Context: an optimization exercise on an open-source flow, tuned for small area. The choices shown serve that exercise and are no tape-out recipe.
Function was checked by simulation only, so behaviour that the tests miss may differ from the original.
Power and IR drop assume default switching activity.

--- flow/design.v ---
module cb_inv    (input a, output y);                      assign y = ~a;                                  endmodule
module cb_and2   (input a, input b, output y);             assign y = a & b;                               endmodule
module cb_or2    (input a, input b, output y);             assign y = a | b;                               endmodule
module cb_nand2  (input a, input b, output y);             assign y = ~(a & b);                            endmodule
module cb_nor2   (input a, input b, output y);             assign y = ~(a | b);                            endmodule
module cb_xnor2  (input a, input b, output y);             assign y = ~(a ^ b);                            endmodule
module cb_nor2b  (input a, input bn, output y);            assign y = ~(a | ~bn);                          endmodule
module cb_nand2b (input an, input b, output y);            assign y = ~(~an & b);                          endmodule
module cb_nand3  (input a, input b, input c, output y);    assign y = ~(a & b & c);                        endmodule
module cb_nor3   (input a, input b, input c, output y);    assign y = ~(a | b | c);                        endmodule
module cb_nor3b  (input a, input b, input cn, output y);   assign y = ~(a | b | ~cn);                      endmodule
module cb_and3b  (input an, input b, input c, output y);   assign y = ~an & b & c;                         endmodule
module cb_and4b  (input an, input b, input c, input d, output y); assign y = ~an & b & c & d;              endmodule
module cb_nand4  (input a, input b, input c, input d, output y);  assign y = ~(a & b & c & d);             endmodule
module cb_nor4   (input a, input b, input c, input d, output y);  assign y = ~(a | b | c | d);             endmodule
module cb_a21oi  (input a0, input a1, input b, output y);  assign y = ~((a0 & a1) | b);                    endmodule
module cb_a21o   (input a0, input a1, input b, output y);  assign y = (a0 & a1) | b;                       endmodule
module cb_a211o  (input a0, input a1, input b, input c, output y); assign y = (a0 & a1) | b | c;           endmodule
module cb_a21boi (input a0, input a1, input bn, output y); assign y = ~((a0 & a1) | ~bn);                  endmodule
module cb_aoi22  (input a0, input b0, input a1, input b1, output y); assign y = ~((a0 & b0) | (a1 & b1));  endmodule
module cb_aoi222 (input a0, input b0, input a1, input b1, input a2, input b2, output y);
	assign y = ~((a0 & b0) | (a1 & b1) | (a2 & b2));
endmodule
module cb_mux2i  (input a0, input a1, input s, output y);  assign y = ~(s ? a1 : a0);                      endmodule
module cb_slice (
	input  [3:0] s,
	input  [3:0] d,
	input  [3:0] nen,
	output [3:0] o,
	output       m_n
);
	wire y1;
	cb_aoi222 u_a (.a0(s[0]), .b0(d[0]), .a1(s[1]), .b1(d[1]), .a2(s[2]), .b2(d[2]), .y(y1));
	cb_a21boi u_b (.a0(s[3]), .a1(d[3]), .bn(y1), .y(m_n));
	cb_nor2   u_o0 (.a(m_n), .b(nen[0]), .y(o[0]));
	cb_nor2   u_o1 (.a(m_n), .b(nen[1]), .y(o[1]));
	cb_nor2   u_o2 (.a(m_n), .b(nen[2]), .y(o[2]));
	cb_nor2   u_o3 (.a(m_n), .b(nen[3]), .y(o[3]));
endmodule
module crossbar (
	input clk,
	input reset,
	input master_0_req,				 
	output master_0_ack,
	input master_0_cmd,				 
	output master_0_resp,
	input [31:0] master_0_addr,
	input [31:0] master_0_wdata,
	output [31:0] master_0_rdata,
	input master_1_req,				 
	output master_1_ack,
	input master_1_cmd,				 
	output master_1_resp,
	input [31:0] master_1_addr,
	input [31:0] master_1_wdata,
	output [31:0] master_1_rdata,
	input master_2_req,
	output master_2_ack,
	input master_2_cmd,
	output master_2_resp,
	input [31:0] master_2_addr,
	input [31:0] master_2_wdata,
	output [31:0] master_2_rdata,
	input master_3_req,
	output master_3_ack,
	input master_3_cmd,
	output master_3_resp,
	input [31:0] master_3_addr,
	input [31:0] master_3_wdata,
	output [31:0] master_3_rdata,
	output slave_0_req,
	input slave_0_ack,
	output slave_0_cmd,
	input slave_0_resp,
	input [31:0] slave_0_rdata,
	output [31:0] slave_0_wdata,
	output [31:0] slave_0_addr,
	output slave_1_req,
	input slave_1_ack,
	output slave_1_cmd,
	input slave_1_resp,
	input [31:0] slave_1_rdata,
	output [31:0] slave_1_wdata,
	output [31:0] slave_1_addr,
	output slave_2_req,
	input slave_2_ack,
	output slave_2_cmd,
	input slave_2_resp,
	input [31:0] slave_2_rdata,
	output [31:0] slave_2_wdata,
	output [31:0] slave_2_addr,
	output slave_3_req,
	input slave_3_ack,
	output slave_3_cmd,
	input slave_3_resp,
	input [31:0] slave_3_rdata,
	output [31:0] slave_3_wdata,
	output [31:0] slave_3_addr
	);
	wire [3:0] r  = {master_3_req, master_2_req, master_1_req, master_0_req};
	wire [3:0] c  = {master_3_cmd, master_2_cmd, master_1_cmd, master_0_cmd};
	wire [3:0] k  = {slave_3_ack, slave_2_ack, slave_1_ack, slave_0_ack};
	wire [3:0] s  = {slave_3_resp, slave_2_resp, slave_1_resp, slave_0_resp};
	reg  [3:0] g;
	reg        m1, mx, la, le;
	reg  [1:0] ri;
	reg        rv;
	wire [3:0] g_d;
	wire       m1_d, mx_d, la_d, le_d, rv_d;
	wire [1:0] ri_d;
	always @(posedge clk) begin
		g  <= g_d;
		m1 <= m1_d;
		mx <= mx_d;
		la <= la_d;
		le <= le_d;
		ri <= ri_d;
		rv <= rv_d;
	end
	wire cu, cw, ncr, nar, beg;
	cb_aoi22 u_cu  (.a0(g[0]), .b0(r[0]), .a1(g[1]), .b1(r[1]), .y(cu));
	cb_aoi22 u_cw  (.a0(g[2]), .b0(r[2]), .a1(g[3]), .b1(r[3]), .y(cw));
	cb_and2  u_ncr (.a(cu), .b(cw), .y(ncr));
	cb_nor4  u_nar (.a(r[0]), .b(r[1]), .c(r[2]), .d(r[3]), .y(nar));
	cb_nor2b u_beg (.a(nar), .bn(ncr), .y(beg));
	wire lx;
	cb_nor3b  u_la (.a(la), .b(le), .cn(beg), .y(la_d));
	cb_xnor2  u_lx (.a(la), .b(le), .y(lx));
	cb_nor2b  u_le (.a(lx), .bn(beg), .y(le_d));
	wire nm1, nmx;
	wire [3:0] nX, nY, nZ;    
	cb_inv   u_nm1 (.a(m1), .y(nm1));
	cb_inv   u_nmx (.a(mx), .y(nmx));
	cb_nand2  u_x0 (.a(nmx), .b(m1),  .y(nX[0]));
	cb_nand2  u_x1 (.a(nm1), .b(nmx), .y(nX[1]));
	cb_nand2  u_x2 (.a(nm1), .b(mx),  .y(nX[2]));
	cb_nand2  u_x3 (.a(m1),  .b(mx),  .y(nX[3]));
	assign nY = {nmx, m1, mx, nm1};
	cb_nor2   u_z0 (.a(m1),  .b(mx),  .y(nZ[0]));
	cb_nor2   u_z1 (.a(m1),  .b(nmx), .y(nZ[1]));
	cb_nor2   u_z2 (.a(nm1), .b(nmx), .y(nZ[2]));
	cb_nor2   u_z3 (.a(nm1), .b(mx),  .y(nZ[3]));
	wire [3:0] h, t;
	genvar i;
	generate
		for (i = 0; i < 4; i = i + 1) begin : gn
			cb_aoi222 u_h (.a0(r[(i+3)%4]), .b0(nX[i]), .a1(r[(i+2)%4]), .b1(nY[i]),
			               .a2(r[(i+1)%4]), .b2(nZ[i]), .y(h[i]));
			cb_a21oi  u_t (.a0(h[i]), .a1(ncr), .b(g[i]), .y(t[i]));
			cb_nor3b  u_g (.a(t[i]), .b(reset), .cn(r[i]), .y(g_d[i]));
		end
	endgenerate
	wire e1, ex, q1, qx;
	cb_or2   u_e1 (.a(g[2]), .b(g[3]), .y(e1));      
	cb_or2   u_ex (.a(g[1]), .b(g[2]), .y(ex));      
	cb_mux2i u_q1 (.a0(m1), .a1(e1), .s(la), .y(q1));
	cb_mux2i u_qx (.a0(mx), .a1(ex), .s(la), .y(qx));
	cb_nor2  u_m1 (.a(q1), .b(reset), .y(m1_d));
	cb_nor2  u_mx (.a(qx), .b(reset), .y(mx_d));
	wire [64:0] m0 = {master_0_cmd, master_0_addr, master_0_wdata};
	wire [64:0] m1v = {master_1_cmd, master_1_addr, master_1_wdata};
	wire [64:0] m2v = {master_2_cmd, master_2_addr, master_2_wdata};
	wire [64:0] m3v = {master_3_cmd, master_3_addr, master_3_wdata};
	wire [64:0] s0, s1, s2, s3, mxn;
	wire [3:0] nk;
	generate
		for (i = 0; i < 4; i = i + 1) begin : nkg
			cb_inv u (.a(k[i]), .y(nk[i]));
		end
	endgenerate
	genvar b;
	generate
		for (b = 0; b < 65; b = b + 1) begin : wsl
			cb_slice u (.s(g), .d({m3v[b], m2v[b], m1v[b], m0[b]}), .nen(nk),
			            .o({s3[b], s2[b], s1[b], s0[b]}), .m_n(mxn[b]));
		end
	endgenerate
	assign {slave_0_cmd, slave_0_addr, slave_0_wdata} = s0;
	assign {slave_1_cmd, slave_1_addr, slave_1_wdata} = s1;
	assign {slave_2_cmd, slave_2_addr, slave_2_wdata} = s2;
	assign {slave_3_cmd, slave_3_addr, slave_3_wdata} = s3;
	wire nag;
	cb_nor4  u_nag (.a(g[0]), .b(g[1]), .c(g[2]), .d(g[3]), .y(nag));
	cb_and3b u_sr0 (.an(nag), .b(mxn[63]), .c(mxn[62]), .y(slave_0_req));
	cb_nor2b u_sr1 (.a(mxn[62]), .bn(mxn[63]), .y(slave_1_req));
	cb_nor2b u_sr2 (.a(mxn[63]), .bn(mxn[62]), .y(slave_2_req));
	cb_nor2  u_sr3 (.a(mxn[63]), .b(mxn[62]), .y(slave_3_req));
	wire aack;
	cb_nand4 u_aack (.a(nk[0]), .b(nk[1]), .c(nk[2]), .d(nk[3]), .y(aack));
	cb_and2  u_ma0 (.a(g[0]), .b(aack), .y(master_0_ack));
	cb_and2  u_ma1 (.a(g[1]), .b(aack), .y(master_1_ack));
	cb_and2  u_ma2 (.a(g[2]), .b(aack), .y(master_2_ack));
	cb_and2  u_ma3 (.a(g[3]), .b(aack), .y(master_3_ack));
	wire nrs, ogv;
	cb_nor4   u_nrs (.a(s[0]), .b(s[1]), .c(s[2]), .d(s[3]), .y(nrs));   
	cb_a21o   u_ri1 (.a0(nag), .a1(ri[1]), .b(e1), .y(ri_d[1]));
	cb_a211o  u_ri0 (.a0(nag), .a1(ri[0]), .b(g[1]), .c(g[3]), .y(ri_d[0]));
	cb_nand2b u_ogv (.an(rv), .b(nag), .y(ogv));                           
	cb_and4b  u_rv  (.an(reset), .b(nrs), .c(mxn[64]), .d(ogv), .y(rv_d));
	wire w, ni1, ni0;
	wire [3:0] nresp;
	cb_nor2b u_w   (.a(nrs), .bn(rv), .y(w));
	cb_inv   u_ni1 (.a(ri[1]), .y(ni1));
	cb_inv   u_ni0 (.a(ri[0]), .y(ni0));
	cb_nand3 u_nr0 (.a(w), .b(ni1),   .c(ni0),   .y(nresp[0]));
	cb_nand3 u_nr1 (.a(w), .b(ni1),   .c(ri[0]), .y(nresp[1]));
	cb_nand3 u_nr2 (.a(w), .b(ri[1]), .c(ni0),   .y(nresp[2]));
	cb_nand3 u_nr3 (.a(w), .b(ri[1]), .c(ri[0]), .y(nresp[3]));
	cb_inv   u_mr0 (.a(nresp[0]), .y(master_0_resp));
	cb_inv   u_mr1 (.a(nresp[1]), .y(master_1_resp));
	cb_inv   u_mr2 (.a(nresp[2]), .y(master_2_resp));
	cb_inv   u_mr3 (.a(nresp[3]), .y(master_3_resp));
	wire [3:0] psel;
	assign psel[0] = s[0];
	cb_nor2b u_p1 (.a(s[0]), .bn(s[1]), .y(psel[1]));
	cb_nor3b u_p2 (.a(s[0]), .b(s[1]), .cn(s[2]), .y(psel[2]));
	cb_nor3  u_p3 (.a(s[0]), .b(s[1]), .c(s[2]), .y(psel[3]));
	wire [31:0] r0, r1, r2, r3;
	generate
		for (b = 0; b < 32; b = b + 1) begin : rsl
			cb_slice u (.s(psel), .d({slave_3_rdata[b], slave_2_rdata[b], slave_1_rdata[b], slave_0_rdata[b]}),
			            .nen(nresp), .o({r3[b], r2[b], r1[b], r0[b]}), .m_n());
		end
	endgenerate
	assign master_0_rdata = r0;
	assign master_1_rdata = r1;
	assign master_2_rdata = r2;
	assign master_3_rdata = r3;
endmodule
--- flow/flow/run.sh ---
#!/bin/bash
# Standard ORFS synthesis, then every combinational cell swapped to its lowest
# drive strength (the repair steps size up what needs it), then the standard
# ORFS layout with the smallest plain buffer on every port, and the pins of each
# data bit (the four masters' and four slaves' copies) placed side by side.
set -euo pipefail
RES=orfs/results/$FLOW_PLATFORM/crossbar/base
bash standard.sh synth > synth.log 2>&1
SYNTH_ODB=$RES/1_synth.odb openroad -no_init -exit flow/shrink.tcl > shrink.log 2>&1
bash standard.sh "BUFFER_PORTS_ARGS=-buffer_cell sky130_fd_sc_hd__buf_1" "PLACE_PINS_ARGS=$(cat flow/pin_groups.txt)" "IO_CONSTRAINTS=$PWD/flow/io.tcl" "CTS_ARGS=-sink_clustering_enable -repair_clock_nets -buf_list sky130_fd_sc_hd__clkbuf_4 -dont_use_dummy_load" finish > standard.log 2>&1
--- flow/flow/io.tcl ---
set_io_pin_constraint -region bottom:* -pin_names {master_0_addr[0] master_1_addr[0] master_2_addr[0] master_3_addr[0] slave_0_addr[0] slave_1_addr[0] slave_2_addr[0] slave_3_addr[0] master_0_addr[1] master_1_addr[1] master_2_addr[1] master_3_addr[1] slave_0_addr[1] slave_1_addr[1] slave_2_addr[1] slave_3_addr[1] master_0_addr[2] master_1_addr[2] master_2_addr[2] master_3_addr[2] slave_0_addr[2] slave_1_addr[2] slave_2_addr[2] slave_3_addr[2] master_0_addr[3] master_1_addr[3] master_2_addr[3] master_3_addr[3] slave_0_addr[3] slave_1_addr[3] slave_2_addr[3] slave_3_addr[3] master_0_addr[4] master_1_addr[4] master_2_addr[4] master_3_addr[4] slave_0_addr[4] slave_1_addr[4] slave_2_addr[4] slave_3_addr[4] master_0_addr[5] master_1_addr[5] master_2_addr[5] master_3_addr[5] slave_0_addr[5] slave_1_addr[5] slave_2_addr[5] slave_3_addr[5] master_0_addr[6] master_1_addr[6] master_2_addr[6] master_3_addr[6] slave_0_addr[6] slave_1_addr[6] slave_2_addr[6] slave_3_addr[6] master_0_addr[7] master_1_addr[7] master_2_addr[7] master_3_addr[7] slave_0_addr[7] slave_1_addr[7] slave_2_addr[7] slave_3_addr[7] master_0_addr[8] master_1_addr[8] master_2_addr[8] master_3_addr[8] slave_0_addr[8] slave_1_addr[8] slave_2_addr[8] slave_3_addr[8] master_0_addr[9] master_1_addr[9] master_2_addr[9] master_3_addr[9] slave_0_addr[9] slave_1_addr[9] slave_2_addr[9] slave_3_addr[9] master_0_addr[10] master_1_addr[10] master_2_addr[10] master_3_addr[10] slave_0_addr[10] slave_1_addr[10] slave_2_addr[10] slave_3_addr[10] master_0_addr[11] master_1_addr[11] master_2_addr[11] master_3_addr[11] slave_0_addr[11] slave_1_addr[11] slave_2_addr[11] slave_3_addr[11] master_0_addr[12] master_1_addr[12] master_2_addr[12] master_3_addr[12] slave_0_addr[12] slave_1_addr[12] slave_2_addr[12] slave_3_addr[12] master_0_addr[13] master_1_addr[13] master_2_addr[13] master_3_addr[13] slave_0_addr[13] slave_1_addr[13] slave_2_addr[13] slave_3_addr[13] master_0_addr[14] master_1_addr[14] master_2_addr[14] master_3_addr[14] slave_0_addr[14] slave_1_addr[14] slave_2_addr[14] slave_3_addr[14] master_0_addr[15] master_1_addr[15] master_2_addr[15] master_3_addr[15] slave_0_addr[15] slave_1_addr[15] slave_2_addr[15] slave_3_addr[15] master_0_addr[16] master_1_addr[16] master_2_addr[16] master_3_addr[16] slave_0_addr[16] slave_1_addr[16] slave_2_addr[16] slave_3_addr[16] master_0_addr[17] master_1_addr[17] master_2_addr[17] master_3_addr[17] slave_0_addr[17] slave_1_addr[17] slave_2_addr[17] slave_3_addr[17] master_0_addr[18] master_1_addr[18] master_2_addr[18] master_3_addr[18] slave_0_addr[18] slave_1_addr[18] slave_2_addr[18] slave_3_addr[18] master_0_addr[19] master_1_addr[19] master_2_addr[19] master_3_addr[19] slave_0_addr[19] slave_1_addr[19] slave_2_addr[19] slave_3_addr[19] master_0_addr[20] master_1_addr[20] master_2_addr[20] master_3_addr[20] slave_0_addr[20] slave_1_addr[20] slave_2_addr[20] slave_3_addr[20] master_0_addr[21] master_1_addr[21] master_2_addr[21] master_3_addr[21] slave_0_addr[21] slave_1_addr[21] slave_2_addr[21] slave_3_addr[21] master_0_addr[22] master_1_addr[22] master_2_addr[22] master_3_addr[22] slave_0_addr[22] slave_1_addr[22] slave_2_addr[22] slave_3_addr[22] master_0_addr[23] master_1_addr[23] master_2_addr[23] master_3_addr[23] slave_0_addr[23] slave_1_addr[23] slave_2_addr[23] slave_3_addr[23] master_0_addr[24] master_1_addr[24] master_2_addr[24] master_3_addr[24] slave_0_addr[24] slave_1_addr[24] slave_2_addr[24] slave_3_addr[24] master_0_addr[25] master_1_addr[25] master_2_addr[25] master_3_addr[25] slave_0_addr[25] slave_1_addr[25] slave_2_addr[25] slave_3_addr[25] master_0_addr[26] master_1_addr[26] master_2_addr[26] master_3_addr[26] slave_0_addr[26] slave_1_addr[26] slave_2_addr[26] slave_3_addr[26] master_0_addr[27] master_1_addr[27] master_2_addr[27] master_3_addr[27] slave_0_addr[27] slave_1_addr[27] slave_2_addr[27] slave_3_addr[27] master_0_addr[28] master_1_addr[28] master_2_addr[28] master_3_addr[28] slave_0_addr[28] slave_1_addr[28] slave_2_addr[28] slave_3_addr[28] master_0_addr[29] master_1_addr[29] master_2_addr[29] master_3_addr[29] slave_0_addr[29] slave_1_addr[29] slave_2_addr[29] slave_3_addr[29] master_0_addr[30] master_1_addr[30] master_2_addr[30] master_3_addr[30] slave_0_addr[30] slave_1_addr[30] slave_2_addr[30] slave_3_addr[30] master_0_addr[31] master_1_addr[31] master_2_addr[31] master_3_addr[31] slave_0_addr[31] slave_1_addr[31] slave_2_addr[31] slave_3_addr[31] master_0_wdata[0] master_1_wdata[0] master_2_wdata[0] master_3_wdata[0] slave_0_wdata[0] slave_1_wdata[0] slave_2_wdata[0] slave_3_wdata[0] master_0_wdata[1] master_1_wdata[1] master_2_wdata[1] master_3_wdata[1] slave_0_wdata[1] slave_1_wdata[1] slave_2_wdata[1] slave_3_wdata[1] master_0_wdata[2] master_1_wdata[2] master_2_wdata[2] master_3_wdata[2] slave_0_wdata[2] slave_1_wdata[2] slave_2_wdata[2] slave_3_wdata[2] master_0_wdata[3] master_1_wdata[3] master_2_wdata[3] master_3_wdata[3] slave_0_wdata[3] slave_1_wdata[3] slave_2_wdata[3] slave_3_wdata[3] master_0_wdata[4] master_1_wdata[4] master_2_wdata[4] master_3_wdata[4] slave_0_wdata[4] slave_1_wdata[4] slave_2_wdata[4] slave_3_wdata[4] master_0_wdata[5] master_1_wdata[5] master_2_wdata[5] master_3_wdata[5] slave_0_wdata[5] slave_1_wdata[5] slave_2_wdata[5] slave_3_wdata[5]}
set_io_pin_constraint -region left:* -pin_names {master_0_wdata[6] master_1_wdata[6] master_2_wdata[6] master_3_wdata[6] slave_0_wdata[6] slave_1_wdata[6] slave_2_wdata[6] slave_3_wdata[6] master_0_wdata[7] master_1_wdata[7] master_2_wdata[7] master_3_wdata[7] slave_0_wdata[7] slave_1_wdata[7] slave_2_wdata[7] slave_3_wdata[7] master_0_wdata[8] master_1_wdata[8] master_2_wdata[8] master_3_wdata[8] slave_0_wdata[8] slave_1_wdata[8] slave_2_wdata[8] slave_3_wdata[8] master_0_wdata[9] master_1_wdata[9] master_2_wdata[9] master_3_wdata[9] slave_0_wdata[9] slave_1_wdata[9] slave_2_wdata[9] slave_3_wdata[9] master_0_wdata[10] master_1_wdata[10] master_2_wdata[10] master_3_wdata[10] slave_0_wdata[10] slave_1_wdata[10] slave_2_wdata[10] slave_3_wdata[10] master_0_wdata[11] master_1_wdata[11] master_2_wdata[11] master_3_wdata[11] slave_0_wdata[11] slave_1_wdata[11] slave_2_wdata[11] slave_3_wdata[11] master_0_wdata[12] master_1_wdata[12] master_2_wdata[12] master_3_wdata[12] slave_0_wdata[12] slave_1_wdata[12] slave_2_wdata[12] slave_3_wdata[12] master_0_wdata[13] master_1_wdata[13] master_2_wdata[13] master_3_wdata[13] slave_0_wdata[13] slave_1_wdata[13] slave_2_wdata[13] slave_3_wdata[13] master_0_wdata[14] master_1_wdata[14] master_2_wdata[14] master_3_wdata[14] slave_0_wdata[14] slave_1_wdata[14] slave_2_wdata[14] slave_3_wdata[14] master_0_wdata[15] master_1_wdata[15] master_2_wdata[15] master_3_wdata[15] slave_0_wdata[15] slave_1_wdata[15] slave_2_wdata[15] slave_3_wdata[15] master_0_wdata[16] master_1_wdata[16] master_2_wdata[16] master_3_wdata[16] slave_0_wdata[16] slave_1_wdata[16] slave_2_wdata[16] slave_3_wdata[16] master_0_wdata[17] master_1_wdata[17] master_2_wdata[17] master_3_wdata[17] slave_0_wdata[17] slave_1_wdata[17] slave_2_wdata[17] slave_3_wdata[17] master_0_wdata[18] master_1_wdata[18] master_2_wdata[18] master_3_wdata[18] slave_0_wdata[18] slave_1_wdata[18] slave_2_wdata[18] slave_3_wdata[18] master_0_wdata[19] master_1_wdata[19] master_2_wdata[19] master_3_wdata[19] slave_0_wdata[19] slave_1_wdata[19] slave_2_wdata[19] slave_3_wdata[19] master_0_wdata[20] master_1_wdata[20] master_2_wdata[20] master_3_wdata[20] slave_0_wdata[20] slave_1_wdata[20] slave_2_wdata[20] slave_3_wdata[20] master_0_wdata[21] master_1_wdata[21] master_2_wdata[21] master_3_wdata[21] slave_0_wdata[21] slave_1_wdata[21] slave_2_wdata[21] slave_3_wdata[21] master_0_wdata[22] master_1_wdata[22] master_2_wdata[22] master_3_wdata[22] slave_0_wdata[22] slave_1_wdata[22] slave_2_wdata[22] slave_3_wdata[22] master_0_wdata[23] master_1_wdata[23] master_2_wdata[23] master_3_wdata[23] slave_0_wdata[23] slave_1_wdata[23] slave_2_wdata[23] slave_3_wdata[23] master_0_wdata[24] master_1_wdata[24] master_2_wdata[24] master_3_wdata[24] slave_0_wdata[24] slave_1_wdata[24] slave_2_wdata[24] slave_3_wdata[24] master_0_wdata[25] master_1_wdata[25] master_2_wdata[25] master_3_wdata[25] slave_0_wdata[25] slave_1_wdata[25] slave_2_wdata[25] slave_3_wdata[25] master_0_wdata[26] master_1_wdata[26] master_2_wdata[26] master_3_wdata[26] slave_0_wdata[26] slave_1_wdata[26] slave_2_wdata[26] slave_3_wdata[26] master_0_wdata[27] master_1_wdata[27] master_2_wdata[27] master_3_wdata[27] slave_0_wdata[27] slave_1_wdata[27] slave_2_wdata[27] slave_3_wdata[27] master_0_wdata[28] master_1_wdata[28] master_2_wdata[28] master_3_wdata[28] slave_0_wdata[28] slave_1_wdata[28] slave_2_wdata[28] slave_3_wdata[28] master_0_wdata[29] master_1_wdata[29] master_2_wdata[29] master_3_wdata[29] slave_0_wdata[29] slave_1_wdata[29] slave_2_wdata[29] slave_3_wdata[29] master_0_wdata[30] master_1_wdata[30] master_2_wdata[30] master_3_wdata[30] slave_0_wdata[30] slave_1_wdata[30] slave_2_wdata[30] slave_3_wdata[30] master_0_wdata[31] master_1_wdata[31] master_2_wdata[31] master_3_wdata[31] slave_0_wdata[31] slave_1_wdata[31] slave_2_wdata[31] slave_3_wdata[31] master_0_cmd master_1_cmd master_2_cmd master_3_cmd slave_0_cmd slave_1_cmd slave_2_cmd slave_3_cmd}
set_io_pin_constraint -region top:0-110 -pin_names {master_0_req master_1_req master_2_req master_3_req master_0_ack master_1_ack master_2_ack master_3_ack slave_0_ack slave_1_ack slave_2_ack slave_3_ack slave_0_req slave_1_req slave_2_req slave_3_req}
set_io_pin_constraint -region right:* -pin_names {slave_0_rdata[0] slave_1_rdata[0] slave_2_rdata[0] slave_3_rdata[0] master_0_rdata[0] master_1_rdata[0] master_2_rdata[0] master_3_rdata[0] slave_0_rdata[1] slave_1_rdata[1] slave_2_rdata[1] slave_3_rdata[1] master_0_rdata[1] master_1_rdata[1] master_2_rdata[1] master_3_rdata[1] slave_0_rdata[2] slave_1_rdata[2] slave_2_rdata[2] slave_3_rdata[2] master_0_rdata[2] master_1_rdata[2] master_2_rdata[2] master_3_rdata[2] slave_0_rdata[3] slave_1_rdata[3] slave_2_rdata[3] slave_3_rdata[3] master_0_rdata[3] master_1_rdata[3] master_2_rdata[3] master_3_rdata[3] slave_0_rdata[4] slave_1_rdata[4] slave_2_rdata[4] slave_3_rdata[4] master_0_rdata[4] master_1_rdata[4] master_2_rdata[4] master_3_rdata[4] slave_0_rdata[5] slave_1_rdata[5] slave_2_rdata[5] slave_3_rdata[5] master_0_rdata[5] master_1_rdata[5] master_2_rdata[5] master_3_rdata[5] slave_0_rdata[6] slave_1_rdata[6] slave_2_rdata[6] slave_3_rdata[6] master_0_rdata[6] master_1_rdata[6] master_2_rdata[6] master_3_rdata[6] slave_0_rdata[7] slave_1_rdata[7] slave_2_rdata[7] slave_3_rdata[7] master_0_rdata[7] master_1_rdata[7] master_2_rdata[7] master_3_rdata[7] slave_0_rdata[8] slave_1_rdata[8] slave_2_rdata[8] slave_3_rdata[8] master_0_rdata[8] master_1_rdata[8] master_2_rdata[8] master_3_rdata[8] slave_0_rdata[9] slave_1_rdata[9] slave_2_rdata[9] slave_3_rdata[9] master_0_rdata[9] master_1_rdata[9] master_2_rdata[9] master_3_rdata[9] slave_0_rdata[10] slave_1_rdata[10] slave_2_rdata[10] slave_3_rdata[10] master_0_rdata[10] master_1_rdata[10] master_2_rdata[10] master_3_rdata[10] slave_0_rdata[11] slave_1_rdata[11] slave_2_rdata[11] slave_3_rdata[11] master_0_rdata[11] master_1_rdata[11] master_2_rdata[11] master_3_rdata[11] slave_0_rdata[12] slave_1_rdata[12] slave_2_rdata[12] slave_3_rdata[12] master_0_rdata[12] master_1_rdata[12] master_2_rdata[12] master_3_rdata[12] slave_0_rdata[13] slave_1_rdata[13] slave_2_rdata[13] slave_3_rdata[13] master_0_rdata[13] master_1_rdata[13] master_2_rdata[13] master_3_rdata[13] slave_0_rdata[14] slave_1_rdata[14] slave_2_rdata[14] slave_3_rdata[14] master_0_rdata[14] master_1_rdata[14] master_2_rdata[14] master_3_rdata[14] slave_0_rdata[15] slave_1_rdata[15] slave_2_rdata[15] slave_3_rdata[15] master_0_rdata[15] master_1_rdata[15] master_2_rdata[15] master_3_rdata[15] slave_0_rdata[16] slave_1_rdata[16] slave_2_rdata[16] slave_3_rdata[16] master_0_rdata[16] master_1_rdata[16] master_2_rdata[16] master_3_rdata[16] slave_0_rdata[17] slave_1_rdata[17] slave_2_rdata[17] slave_3_rdata[17] master_0_rdata[17] master_1_rdata[17] master_2_rdata[17] master_3_rdata[17] slave_0_rdata[18] slave_1_rdata[18] slave_2_rdata[18] slave_3_rdata[18] master_0_rdata[18] master_1_rdata[18] master_2_rdata[18] master_3_rdata[18] slave_0_rdata[19] slave_1_rdata[19] slave_2_rdata[19] slave_3_rdata[19] master_0_rdata[19] master_1_rdata[19] master_2_rdata[19] master_3_rdata[19] slave_0_rdata[20] slave_1_rdata[20] slave_2_rdata[20] slave_3_rdata[20] master_0_rdata[20] master_1_rdata[20] master_2_rdata[20] master_3_rdata[20] slave_0_rdata[21] slave_1_rdata[21] slave_2_rdata[21] slave_3_rdata[21] master_0_rdata[21] master_1_rdata[21] master_2_rdata[21] master_3_rdata[21] slave_0_rdata[22] slave_1_rdata[22] slave_2_rdata[22] slave_3_rdata[22] master_0_rdata[22] master_1_rdata[22] master_2_rdata[22] master_3_rdata[22] slave_0_rdata[23] slave_1_rdata[23] slave_2_rdata[23] slave_3_rdata[23] master_0_rdata[23] master_1_rdata[23] master_2_rdata[23] master_3_rdata[23] slave_0_rdata[24] slave_1_rdata[24] slave_2_rdata[24] slave_3_rdata[24] master_0_rdata[24] master_1_rdata[24] master_2_rdata[24] master_3_rdata[24] slave_0_rdata[25] slave_1_rdata[25] slave_2_rdata[25] slave_3_rdata[25] master_0_rdata[25] master_1_rdata[25] master_2_rdata[25] master_3_rdata[25]}
set_io_pin_constraint -region top:110-300 -pin_names {slave_0_rdata[26] slave_1_rdata[26] slave_2_rdata[26] slave_3_rdata[26] master_0_rdata[26] master_1_rdata[26] master_2_rdata[26] master_3_rdata[26] slave_0_rdata[27] slave_1_rdata[27] slave_2_rdata[27] slave_3_rdata[27] master_0_rdata[27] master_1_rdata[27] master_2_rdata[27] master_3_rdata[27] slave_0_rdata[28] slave_1_rdata[28] slave_2_rdata[28] slave_3_rdata[28] master_0_rdata[28] master_1_rdata[28] master_2_rdata[28] master_3_rdata[28] slave_0_rdata[29] slave_1_rdata[29] slave_2_rdata[29] slave_3_rdata[29] master_0_rdata[29] master_1_rdata[29] master_2_rdata[29] master_3_rdata[29] slave_0_rdata[30] slave_1_rdata[30] slave_2_rdata[30] slave_3_rdata[30] master_0_rdata[30] master_1_rdata[30] master_2_rdata[30] master_3_rdata[30] slave_0_rdata[31] slave_1_rdata[31] slave_2_rdata[31] slave_3_rdata[31] master_0_rdata[31] master_1_rdata[31] master_2_rdata[31] master_3_rdata[31] slave_0_resp slave_1_resp slave_2_resp slave_3_resp master_0_resp master_1_resp master_2_resp master_3_resp}
--- flow/flow/pin_groups.txt ---
-group_pins {master_0_addr[0] master_1_addr[0] master_2_addr[0] master_3_addr[0] slave_0_addr[0] slave_1_addr[0] slave_2_addr[0] slave_3_addr[0]} -group_pins {master_0_addr[1] master_1_addr[1] master_2_addr[1] master_3_addr[1] slave_0_addr[1] slave_1_addr[1] slave_2_addr[1] slave_3_addr[1]} -group_pins {master_0_addr[2] master_1_addr[2] master_2_addr[2] master_3_addr[2] slave_0_addr[2] slave_1_addr[2] slave_2_addr[2] slave_3_addr[2]} -group_pins {master_0_addr[3] master_1_addr[3] master_2_addr[3] master_3_addr[3] slave_0_addr[3] slave_1_addr[3] slave_2_addr[3] slave_3_addr[3]} -group_pins {master_0_addr[4] master_1_addr[4] master_2_addr[4] master_3_addr[4] slave_0_addr[4] slave_1_addr[4] slave_2_addr[4] slave_3_addr[4]} -group_pins {master_0_addr[5] master_1_addr[5] master_2_addr[5] master_3_addr[5] slave_0_addr[5] slave_1_addr[5] slave_2_addr[5] slave_3_addr[5]} -group_pins {master_0_addr[6] master_1_addr[6] master_2_addr[6] master_3_addr[6] slave_0_addr[6] slave_1_addr[6] slave_2_addr[6] slave_3_addr[6]} -group_pins {master_0_addr[7] master_1_addr[7] master_2_addr[7] master_3_addr[7] slave_0_addr[7] slave_1_addr[7] slave_2_addr[7] slave_3_addr[7]} -group_pins {master_0_addr[8] master_1_addr[8] master_2_addr[8] master_3_addr[8] slave_0_addr[8] slave_1_addr[8] slave_2_addr[8] slave_3_addr[8]} -group_pins {master_0_addr[9] master_1_addr[9] master_2_addr[9] master_3_addr[9] slave_0_addr[9] slave_1_addr[9] slave_2_addr[9] slave_3_addr[9]} -group_pins {master_0_addr[10] master_1_addr[10] master_2_addr[10] master_3_addr[10] slave_0_addr[10] slave_1_addr[10] slave_2_addr[10] slave_3_addr[10]} -group_pins {master_0_addr[11] master_1_addr[11] master_2_addr[11] master_3_addr[11] slave_0_addr[11] slave_1_addr[11] slave_2_addr[11] slave_3_addr[11]} -group_pins {master_0_addr[12] master_1_addr[12] master_2_addr[12] master_3_addr[12] slave_0_addr[12] slave_1_addr[12] slave_2_addr[12] slave_3_addr[12]} -group_pins {master_0_addr[13] master_1_addr[13] master_2_addr[13] master_3_addr[13] slave_0_addr[13] slave_1_addr[13] slave_2_addr[13] slave_3_addr[13]} -group_pins {master_0_addr[14] master_1_addr[14] master_2_addr[14] master_3_addr[14] slave_0_addr[14] slave_1_addr[14] slave_2_addr[14] slave_3_addr[14]} -group_pins {master_0_addr[15] master_1_addr[15] master_2_addr[15] master_3_addr[15] slave_0_addr[15] slave_1_addr[15] slave_2_addr[15] slave_3_addr[15]} -group_pins {master_0_addr[16] master_1_addr[16] master_2_addr[16] master_3_addr[16] slave_0_addr[16] slave_1_addr[16] slave_2_addr[16] slave_3_addr[16]} -group_pins {master_0_addr[17] master_1_addr[17] master_2_addr[17] master_3_addr[17] slave_0_addr[17] slave_1_addr[17] slave_2_addr[17] slave_3_addr[17]} -group_pins {master_0_addr[18] master_1_addr[18] master_2_addr[18] master_3_addr[18] slave_0_addr[18] slave_1_addr[18] slave_2_addr[18] slave_3_addr[18]} -group_pins {master_0_addr[19] master_1_addr[19] master_2_addr[19] master_3_addr[19] slave_0_addr[19] slave_1_addr[19] slave_2_addr[19] slave_3_addr[19]} -group_pins {master_0_addr[20] master_1_addr[20] master_2_addr[20] master_3_addr[20] slave_0_addr[20] slave_1_addr[20] slave_2_addr[20] slave_3_addr[20]} -group_pins {master_0_addr[21] master_1_addr[21] master_2_addr[21] master_3_addr[21] slave_0_addr[21] slave_1_addr[21] slave_2_addr[21] slave_3_addr[21]} -group_pins {master_0_addr[22] master_1_addr[22] master_2_addr[22] master_3_addr[22] slave_0_addr[22] slave_1_addr[22] slave_2_addr[22] slave_3_addr[22]} -group_pins {master_0_addr[23] master_1_addr[23] master_2_addr[23] master_3_addr[23] slave_0_addr[23] slave_1_addr[23] slave_2_addr[23] slave_3_addr[23]} -group_pins {master_0_addr[24] master_1_addr[24] master_2_addr[24] master_3_addr[24] slave_0_addr[24] slave_1_addr[24] slave_2_addr[24] slave_3_addr[24]} -group_pins {master_0_addr[25] master_1_addr[25] master_2_addr[25] master_3_addr[25] slave_0_addr[25] slave_1_addr[25] slave_2_addr[25] slave_3_addr[25]} -group_pins {master_0_addr[26] master_1_addr[26] master_2_addr[26] master_3_addr[26] slave_0_addr[26] slave_1_addr[26] slave_2_addr[26] slave_3_addr[26]} -group_pins {master_0_addr[27] master_1_addr[27] master_2_addr[27] master_3_addr[27] slave_0_addr[27] slave_1_addr[27] slave_2_addr[27] slave_3_addr[27]} -group_pins {master_0_addr[28] master_1_addr[28] master_2_addr[28] master_3_addr[28] slave_0_addr[28] slave_1_addr[28] slave_2_addr[28] slave_3_addr[28]} -group_pins {master_0_addr[29] master_1_addr[29] master_2_addr[29] master_3_addr[29] slave_0_addr[29] slave_1_addr[29] slave_2_addr[29] slave_3_addr[29]} -group_pins {master_0_addr[30] master_1_addr[30] master_2_addr[30] master_3_addr[30] slave_0_addr[30] slave_1_addr[30] slave_2_addr[30] slave_3_addr[30]} -group_pins {master_0_addr[31] master_1_addr[31] master_2_addr[31] master_3_addr[31] slave_0_addr[31] slave_1_addr[31] slave_2_addr[31] slave_3_addr[31]} -group_pins {master_0_wdata[0] master_1_wdata[0] master_2_wdata[0] master_3_wdata[0] slave_0_wdata[0] slave_1_wdata[0] slave_2_wdata[0] slave_3_wdata[0]} -group_pins {master_0_wdata[1] master_1_wdata[1] master_2_wdata[1] master_3_wdata[1] slave_0_wdata[1] slave_1_wdata[1] slave_2_wdata[1] slave_3_wdata[1]} -group_pins {master_0_wdata[2] master_1_wdata[2] master_2_wdata[2] master_3_wdata[2] slave_0_wdata[2] slave_1_wdata[2] slave_2_wdata[2] slave_3_wdata[2]} -group_pins {master_0_wdata[3] master_1_wdata[3] master_2_wdata[3] master_3_wdata[3] slave_0_wdata[3] slave_1_wdata[3] slave_2_wdata[3] slave_3_wdata[3]} -group_pins {master_0_wdata[4] master_1_wdata[4] master_2_wdata[4] master_3_wdata[4] slave_0_wdata[4] slave_1_wdata[4] slave_2_wdata[4] slave_3_wdata[4]} -group_pins {master_0_wdata[5] master_1_wdata[5] master_2_wdata[5] master_3_wdata[5] slave_0_wdata[5] slave_1_wdata[5] slave_2_wdata[5] slave_3_wdata[5]} -group_pins {master_0_wdata[6] master_1_wdata[6] master_2_wdata[6] master_3_wdata[6] slave_0_wdata[6] slave_1_wdata[6] slave_2_wdata[6] slave_3_wdata[6]} -group_pins {master_0_wdata[7] master_1_wdata[7] master_2_wdata[7] master_3_wdata[7] slave_0_wdata[7] slave_1_wdata[7] slave_2_wdata[7] slave_3_wdata[7]} -group_pins {master_0_wdata[8] master_1_wdata[8] master_2_wdata[8] master_3_wdata[8] slave_0_wdata[8] slave_1_wdata[8] slave_2_wdata[8] slave_3_wdata[8]} -group_pins {master_0_wdata[9] master_1_wdata[9] master_2_wdata[9] master_3_wdata[9] slave_0_wdata[9] slave_1_wdata[9] slave_2_wdata[9] slave_3_wdata[9]} -group_pins {master_0_wdata[10] master_1_wdata[10] master_2_wdata[10] master_3_wdata[10] slave_0_wdata[10] slave_1_wdata[10] slave_2_wdata[10] slave_3_wdata[10]} -group_pins {master_0_wdata[11] master_1_wdata[11] master_2_wdata[11] master_3_wdata[11] slave_0_wdata[11] slave_1_wdata[11] slave_2_wdata[11] slave_3_wdata[11]} -group_pins {master_0_wdata[12] master_1_wdata[12] master_2_wdata[12] master_3_wdata[12] slave_0_wdata[12] slave_1_wdata[12] slave_2_wdata[12] slave_3_wdata[12]} -group_pins {master_0_wdata[13] master_1_wdata[13] master_2_wdata[13] master_3_wdata[13] slave_0_wdata[13] slave_1_wdata[13] slave_2_wdata[13] slave_3_wdata[13]} -group_pins {master_0_wdata[14] master_1_wdata[14] master_2_wdata[14] master_3_wdata[14] slave_0_wdata[14] slave_1_wdata[14] slave_2_wdata[14] slave_3_wdata[14]} -group_pins {master_0_wdata[15] master_1_wdata[15] master_2_wdata[15] master_3_wdata[15] slave_0_wdata[15] slave_1_wdata[15] slave_2_wdata[15] slave_3_wdata[15]} -group_pins {master_0_wdata[16] master_1_wdata[16] master_2_wdata[16] master_3_wdata[16] slave_0_wdata[16] slave_1_wdata[16] slave_2_wdata[16] slave_3_wdata[16]} -group_pins {master_0_wdata[17] master_1_wdata[17] master_2_wdata[17] master_3_wdata[17] slave_0_wdata[17] slave_1_wdata[17] slave_2_wdata[17] slave_3_wdata[17]} -group_pins {master_0_wdata[18] master_1_wdata[18] master_2_wdata[18] master_3_wdata[18] slave_0_wdata[18] slave_1_wdata[18] slave_2_wdata[18] slave_3_wdata[18]} -group_pins {master_0_wdata[19] master_1_wdata[19] master_2_wdata[19] master_3_wdata[19] slave_0_wdata[19] slave_1_wdata[19] slave_2_wdata[19] slave_3_wdata[19]} -group_pins {master_0_wdata[20] master_1_wdata[20] master_2_wdata[20] master_3_wdata[20] slave_0_wdata[20] slave_1_wdata[20] slave_2_wdata[20] slave_3_wdata[20]} -group_pins {master_0_wdata[21] master_1_wdata[21] master_2_wdata[21] master_3_wdata[21] slave_0_wdata[21] slave_1_wdata[21] slave_2_wdata[21] slave_3_wdata[21]} -group_pins {master_0_wdata[22] master_1_wdata[22] master_2_wdata[22] master_3_wdata[22] slave_0_wdata[22] slave_1_wdata[22] slave_2_wdata[22] slave_3_wdata[22]} -group_pins {master_0_wdata[23] master_1_wdata[23] master_2_wdata[23] master_3_wdata[23] slave_0_wdata[23] slave_1_wdata[23] slave_2_wdata[23] slave_3_wdata[23]} -group_pins {master_0_wdata[24] master_1_wdata[24] master_2_wdata[24] master_3_wdata[24] slave_0_wdata[24] slave_1_wdata[24] slave_2_wdata[24] slave_3_wdata[24]} -group_pins {master_0_wdata[25] master_1_wdata[25] master_2_wdata[25] master_3_wdata[25] slave_0_wdata[25] slave_1_wdata[25] slave_2_wdata[25] slave_3_wdata[25]} -group_pins {master_0_wdata[26] master_1_wdata[26] master_2_wdata[26] master_3_wdata[26] slave_0_wdata[26] slave_1_wdata[26] slave_2_wdata[26] slave_3_wdata[26]} -group_pins {master_0_wdata[27] master_1_wdata[27] master_2_wdata[27] master_3_wdata[27] slave_0_wdata[27] slave_1_wdata[27] slave_2_wdata[27] slave_3_wdata[27]} -group_pins {master_0_wdata[28] master_1_wdata[28] master_2_wdata[28] master_3_wdata[28] slave_0_wdata[28] slave_1_wdata[28] slave_2_wdata[28] slave_3_wdata[28]} -group_pins {master_0_wdata[29] master_1_wdata[29] master_2_wdata[29] master_3_wdata[29] slave_0_wdata[29] slave_1_wdata[29] slave_2_wdata[29] slave_3_wdata[29]} -group_pins {master_0_wdata[30] master_1_wdata[30] master_2_wdata[30] master_3_wdata[30] slave_0_wdata[30] slave_1_wdata[30] slave_2_wdata[30] slave_3_wdata[30]} -group_pins {master_0_wdata[31] master_1_wdata[31] master_2_wdata[31] master_3_wdata[31] slave_0_wdata[31] slave_1_wdata[31] slave_2_wdata[31] slave_3_wdata[31]} -group_pins {master_0_cmd master_1_cmd master_2_cmd master_3_cmd slave_0_cmd slave_1_cmd slave_2_cmd slave_3_cmd} -group_pins {slave_0_rdata[0] slave_1_rdata[0] slave_2_rdata[0] slave_3_rdata[0] master_0_rdata[0] master_1_rdata[0] master_2_rdata[0] master_3_rdata[0]} -group_pins {slave_0_rdata[1] slave_1_rdata[1] slave_2_rdata[1] slave_3_rdata[1] master_0_rdata[1] master_1_rdata[1] master_2_rdata[1] master_3_rdata[1]} -group_pins {slave_0_rdata[2] slave_1_rdata[2] slave_2_rdata[2] slave_3_rdata[2] master_0_rdata[2] master_1_rdata[2] master_2_rdata[2] master_3_rdata[2]} -group_pins {slave_0_rdata[3] slave_1_rdata[3] slave_2_rdata[3] slave_3_rdata[3] master_0_rdata[3] master_1_rdata[3] master_2_rdata[3] master_3_rdata[3]} -group_pins {slave_0_rdata[4] slave_1_rdata[4] slave_2_rdata[4] slave_3_rdata[4] master_0_rdata[4] master_1_rdata[4] master_2_rdata[4] master_3_rdata[4]} -group_pins {slave_0_rdata[5] slave_1_rdata[5] slave_2_rdata[5] slave_3_rdata[5] master_0_rdata[5] master_1_rdata[5] master_2_rdata[5] master_3_rdata[5]} -group_pins {slave_0_rdata[6] slave_1_rdata[6] slave_2_rdata[6] slave_3_rdata[6] master_0_rdata[6] master_1_rdata[6] master_2_rdata[6] master_3_rdata[6]} -group_pins {slave_0_rdata[7] slave_1_rdata[7] slave_2_rdata[7] slave_3_rdata[7] master_0_rdata[7] master_1_rdata[7] master_2_rdata[7] master_3_rdata[7]} -group_pins {slave_0_rdata[8] slave_1_rdata[8] slave_2_rdata[8] slave_3_rdata[8] master_0_rdata[8] master_1_rdata[8] master_2_rdata[8] master_3_rdata[8]} -group_pins {slave_0_rdata[9] slave_1_rdata[9] slave_2_rdata[9] slave_3_rdata[9] master_0_rdata[9] master_1_rdata[9] master_2_rdata[9] master_3_rdata[9]} -group_pins {slave_0_rdata[10] slave_1_rdata[10] slave_2_rdata[10] slave_3_rdata[10] master_0_rdata[10] master_1_rdata[10] master_2_rdata[10] master_3_rdata[10]} -group_pins {slave_0_rdata[11] slave_1_rdata[11] slave_2_rdata[11] slave_3_rdata[11] master_0_rdata[11] master_1_rdata[11] master_2_rdata[11] master_3_rdata[11]} -group_pins {slave_0_rdata[12] slave_1_rdata[12] slave_2_rdata[12] slave_3_rdata[12] master_0_rdata[12] master_1_rdata[12] master_2_rdata[12] master_3_rdata[12]} -group_pins {slave_0_rdata[13] slave_1_rdata[13] slave_2_rdata[13] slave_3_rdata[13] master_0_rdata[13] master_1_rdata[13] master_2_rdata[13] master_3_rdata[13]} -group_pins {slave_0_rdata[14] slave_1_rdata[14] slave_2_rdata[14] slave_3_rdata[14] master_0_rdata[14] master_1_rdata[14] master_2_rdata[14] master_3_rdata[14]} -group_pins {slave_0_rdata[15] slave_1_rdata[15] slave_2_rdata[15] slave_3_rdata[15] master_0_rdata[15] master_1_rdata[15] master_2_rdata[15] master_3_rdata[15]} -group_pins {slave_0_rdata[16] slave_1_rdata[16] slave_2_rdata[16] slave_3_rdata[16] master_0_rdata[16] master_1_rdata[16] master_2_rdata[16] master_3_rdata[16]} -group_pins {slave_0_rdata[17] slave_1_rdata[17] slave_2_rdata[17] slave_3_rdata[17] master_0_rdata[17] master_1_rdata[17] master_2_rdata[17] master_3_rdata[17]} -group_pins {slave_0_rdata[18] slave_1_rdata[18] slave_2_rdata[18] slave_3_rdata[18] master_0_rdata[18] master_1_rdata[18] master_2_rdata[18] master_3_rdata[18]} -group_pins {slave_0_rdata[19] slave_1_rdata[19] slave_2_rdata[19] slave_3_rdata[19] master_0_rdata[19] master_1_rdata[19] master_2_rdata[19] master_3_rdata[19]} -group_pins {slave_0_rdata[20] slave_1_rdata[20] slave_2_rdata[20] slave_3_rdata[20] master_0_rdata[20] master_1_rdata[20] master_2_rdata[20] master_3_rdata[20]} -group_pins {slave_0_rdata[21] slave_1_rdata[21] slave_2_rdata[21] slave_3_rdata[21] master_0_rdata[21] master_1_rdata[21] master_2_rdata[21] master_3_rdata[21]} -group_pins {slave_0_rdata[22] slave_1_rdata[22] slave_2_rdata[22] slave_3_rdata[22] master_0_rdata[22] master_1_rdata[22] master_2_rdata[22] master_3_rdata[22]} -group_pins {slave_0_rdata[23] slave_1_rdata[23] slave_2_rdata[23] slave_3_rdata[23] master_0_rdata[23] master_1_rdata[23] master_2_rdata[23] master_3_rdata[23]} -group_pins {slave_0_rdata[24] slave_1_rdata[24] slave_2_rdata[24] slave_3_rdata[24] master_0_rdata[24] master_1_rdata[24] master_2_rdata[24] master_3_rdata[24]} -group_pins {slave_0_rdata[25] slave_1_rdata[25] slave_2_rdata[25] slave_3_rdata[25] master_0_rdata[25] master_1_rdata[25] master_2_rdata[25] master_3_rdata[25]} -group_pins {slave_0_rdata[26] slave_1_rdata[26] slave_2_rdata[26] slave_3_rdata[26] master_0_rdata[26] master_1_rdata[26] master_2_rdata[26] master_3_rdata[26]} -group_pins {slave_0_rdata[27] slave_1_rdata[27] slave_2_rdata[27] slave_3_rdata[27] master_0_rdata[27] master_1_rdata[27] master_2_rdata[27] master_3_rdata[27]} -group_pins {slave_0_rdata[28] slave_1_rdata[28] slave_2_rdata[28] slave_3_rdata[28] master_0_rdata[28] master_1_rdata[28] master_2_rdata[28] master_3_rdata[28]} -group_pins {slave_0_rdata[29] slave_1_rdata[29] slave_2_rdata[29] slave_3_rdata[29] master_0_rdata[29] master_1_rdata[29] master_2_rdata[29] master_3_rdata[29]} -group_pins {slave_0_rdata[30] slave_1_rdata[30] slave_2_rdata[30] slave_3_rdata[30] master_0_rdata[30] master_1_rdata[30] master_2_rdata[30] master_3_rdata[30]} -group_pins {slave_0_rdata[31] slave_1_rdata[31] slave_2_rdata[31] slave_3_rdata[31] master_0_rdata[31] master_1_rdata[31] master_2_rdata[31] master_3_rdata[31]}
--- flow/flow/shrink.tcl ---
# Swap every combinational cell of the synthesized netlist to the lowest drive
# strength of the same cell; the later repair steps size up what needs it.
# Flip-flops keep the cell type synthesis gave them.
read_db $::env(SYNTH_ODB)
set db [ord::get_db]
set block [ord::get_db_block]
set n 0
foreach inst [$block getInsts] {
  set m [[$inst getMaster] getName]
  if {![regexp {^(sky130_fd_sc_hd__[a-z0-9]+)_([0-9]+)$} $m -> base drive]} { continue }
  if {[regexp {__(df|ed|sd|dl|conb|tap|fill|decap|diode)} $base]} { continue }
  foreach d {1 0} {
    if {$d eq $drive} { break }
    set nm [$db findMaster ${base}_$d]
    if {$nm ne "NULL"} {
      $inst swapMaster $nm
      incr n
      break
    }
  }
}
puts "shrink: swapped $n cells"
write_db $::env(SYNTH_ODB)
--- flow/standard.sh ---
#!/bin/bash
# synth_recipe.tcl (not shown) runs the flow's synth.tcl, then flattens the netlist and writes it again
# the make line also repeats each setting of config.mk as NAME=value (left out here)
make -C /OpenROAD-flow-scripts/flow DESIGN_CONFIG=/design/flow/config.mk WORK_HOME=/design/flow/orfs CLKGATE_MAP_FILE= SYNTH_SCRIPT=/design/flow/synth_recipe.tcl "${@:-finish}"
--- flow/config.mk ---
export PLATFORM = sky130hd
export DESIGN_NAME = crossbar
export DESIGN_NICKNAME = crossbar
export VERILOG_FILES = /design/flow/design.v
export SDC_FILE = /design/flow/constraint.sdc
export NUM_CORES = 4
export LEC_CHECK = 0
export CAP_MARGIN = 20
export CORE_AREA = 5 5 295 295
export CTS_BUF_LIST = sky130_fd_sc_hd__clkbuf_4
export DIE_AREA = 0 0 300 300
export SLEW_MARGIN = 20
export SYNTH_HIERARCHICAL = 1
--- flow/constraint.sdc ---
create_clock -name core_clock -period 6.0 [get_ports {clk}]
set_input_delay 1.2000 -clock core_clock [delete_from_list [all_inputs] [get_ports {clk}]]
set_output_delay 1.2000 -clock core_clock [all_outputs]
set_load 0.01 [all_outputs]
==> out/qor.txt <==
Run status = no timing/DRC/antenna violations
Sink Count = 11
Number of global-route vias before repair = 7,497
Worst path required time = 4.80 ns
Largest net degree at the start of global routing = 72
Max cap viols = 0
Fin crit share = 0.732
Hold_ws = 0.448 ns
Critical path class = primary input to output pin
Static leakage = 2.54 nW
Layout Utilization = 0.0998
Clk_skew = 0.00320 ns
CP Cell Sequence = clkbuf_2 -> nor4_1 -> nor2b_1 -> nand3_2 -> nor2_1 -> buf_1
Hold depth = 1
Peak VDD IR = 0.0000751 V
# setup viols final = 0
GRT overflow = 0
Gate count of the mapped netlist = 662
H-tree Lvls = 1
Largest stage delay, worst path = 0.75 ns
CTS buffer count = 3
Most common cell after layout, fill and taps aside = buf_1
DRC Markers = 0
Final Hold Fails = 0
Critical path buffers and inverters = 2
Nets = 1,882
Net count after synthesis = 1,064
Wirelength per Cell = 10.6 um
Die height = 300 um
Slowest CP cell = nand3_2
Worst Reg2Reg Path Length in Cells = 3
GRT Overall Usage = 0.0489
Stages on worst setup path = 6
Most frequent cells in the layout = buf_1 (800), nor2_1 (395), a222oi_1 (101)
Initial antenna violation count = 2
Finished Cell Area = 0.00834 mm^2
Vias per cell = 3.31
First-pass GRT wire length = 38,200 um
Initial drt markers = 917
Layout cells sized above 1 = 0.0230
Min-delay worst type = flip-flop to flip-flop
Total Power = 0.878 mW
Critical Path Fanout Max = 33
Non-Filler Instances = 2,560
WL final = 27,000 um
Max Root-Sink Buffers = 2
Crit. End Element = output pin
Placed cell areas = 0.00831 mm^2
Remaining antenna violation count = 0
Syn Area/Cell = 5.72 um^2
Crit-path leading delay family = simple AND/OR/NAND/NOR gates
Post-cts repair resize count = 0
YS warnings = 7
Fin worst setup slack = 1.61 ns
Fill cells = 9,798
Postcts setup bufs = 0
Placed insts = 2,555
Die Width = 300 um
Die area = 0.0900 mm^2
Max Clock Freq = 0.228 GHz
Crit path DAT = 3.19 ns
Row count = 106
Area of the multi-input gates = 0.00357 mm^2
Port bufs = 801
Worst-margin pin slew = 1.08 ns
Hold Buf Count CTS = 0
DP HPWL = 22,500 um
FF/Latch Area = 228 um^2
Via count = 8,477
Setup total negative slack = 0 ns
GPL Wtd Cong = 0.722
Area grow syn2layout = 120%
Pwr Density = 105 mW/mm^2
Pre-CTS WS = 1.64 ns
Tmin final = 4.39 ns
Initial Utilization = 0.0453
Root Buffer = clkbuf_4
Slew margin rel. = 0.274
CTS tree = built
RSZ-0062 raised after global routing = false
Max Transition Viols Final = 0
Clock Latency Late Sink = 0.26 ns
# IOs = 802
Critical path startpoint category = primary input
Core Box Area = 0.0836 mm^2
Post-synth design cell area = 0.00378 mm^2
Pre-antenna DRT Iters = 9
Clock slew at reported path FFs = 0.07 ns
-- sequential cells by signal, indices dropped and copies added (netlist names) --
signal  flops
le          1
mx          1
ri          2
m1          1
rv          1
la          1
g           4
-- final timing paths --
kind	start	end	slack [ns]
max reg2reg	g[0]	rv	4.03
max	slave_0_resp	master_2_rdata[4]	1.61
min reg2reg	le	la	0.45
min	le	la	0.45
-- routing by layer --
metal | share of wire | wire length, um | GRT usage
met5 | 0 | 0 | 0
met4 | 0.0033 | 89 | 0.00398
met3 | 0.10 | 2760 | 0.00614
met2 | 0.50 | 13600 | 0.0982
met1 | 0.39 | 10600 | 0.0570
-- where the power goes --
part           internal, mW  switching [mW]
combinational         0.275           0.442
sequential           0.0890          0.0266
clock                0.0232          0.0225
-- final cells by class --
| class | count | share of cell area |
|---|---|---|
| Multi-Input combinational cell | 639 | 0.428 |
| Timing Repair Buffer | 813 | 0.374 |
| Tap cell | 1080 | 0.162 |
| Sequential cell | 11 | 0.0273 |
| Inverter | 12 | 0.00540 |
| Clock buffer | 3 | 0.00270 |
| Antenna cell | 2 | 0.000600 |

## static timing again, ports no longer ideal
The flow's constraints put no driver on any port. The routed layout listed below was extracted and timed again, unchanged, in two steps. Step 1 (the two cells are an assumption about what drives the block):
set clk [get_ports {clk}]
set_driving_cell -lib_cell sky130_fd_sc_hd__clkbuf_16 $clk
set_driving_cell -lib_cell sky130_fd_sc_hd__buf_2 [delete_from_list [all_inputs] $clk]
Step 2, shift: input delay + t, output delay - t, t = (earliest + latest rising clock arrival at the registers) / 2. This alone moves slack from input paths to output paths. Three values: ideal ports, drivers, drivers and shift; two values: the first two.
t, ns: 0.279
setup slack, ns: 1.608 / 1.580 / 1.580
worst setup path after step 2: input to output
After both steps this run still meets setup and hold. For this run, drivers alone change the setup slack by -0.028 ns; drivers and shift together by -0.028 ns.
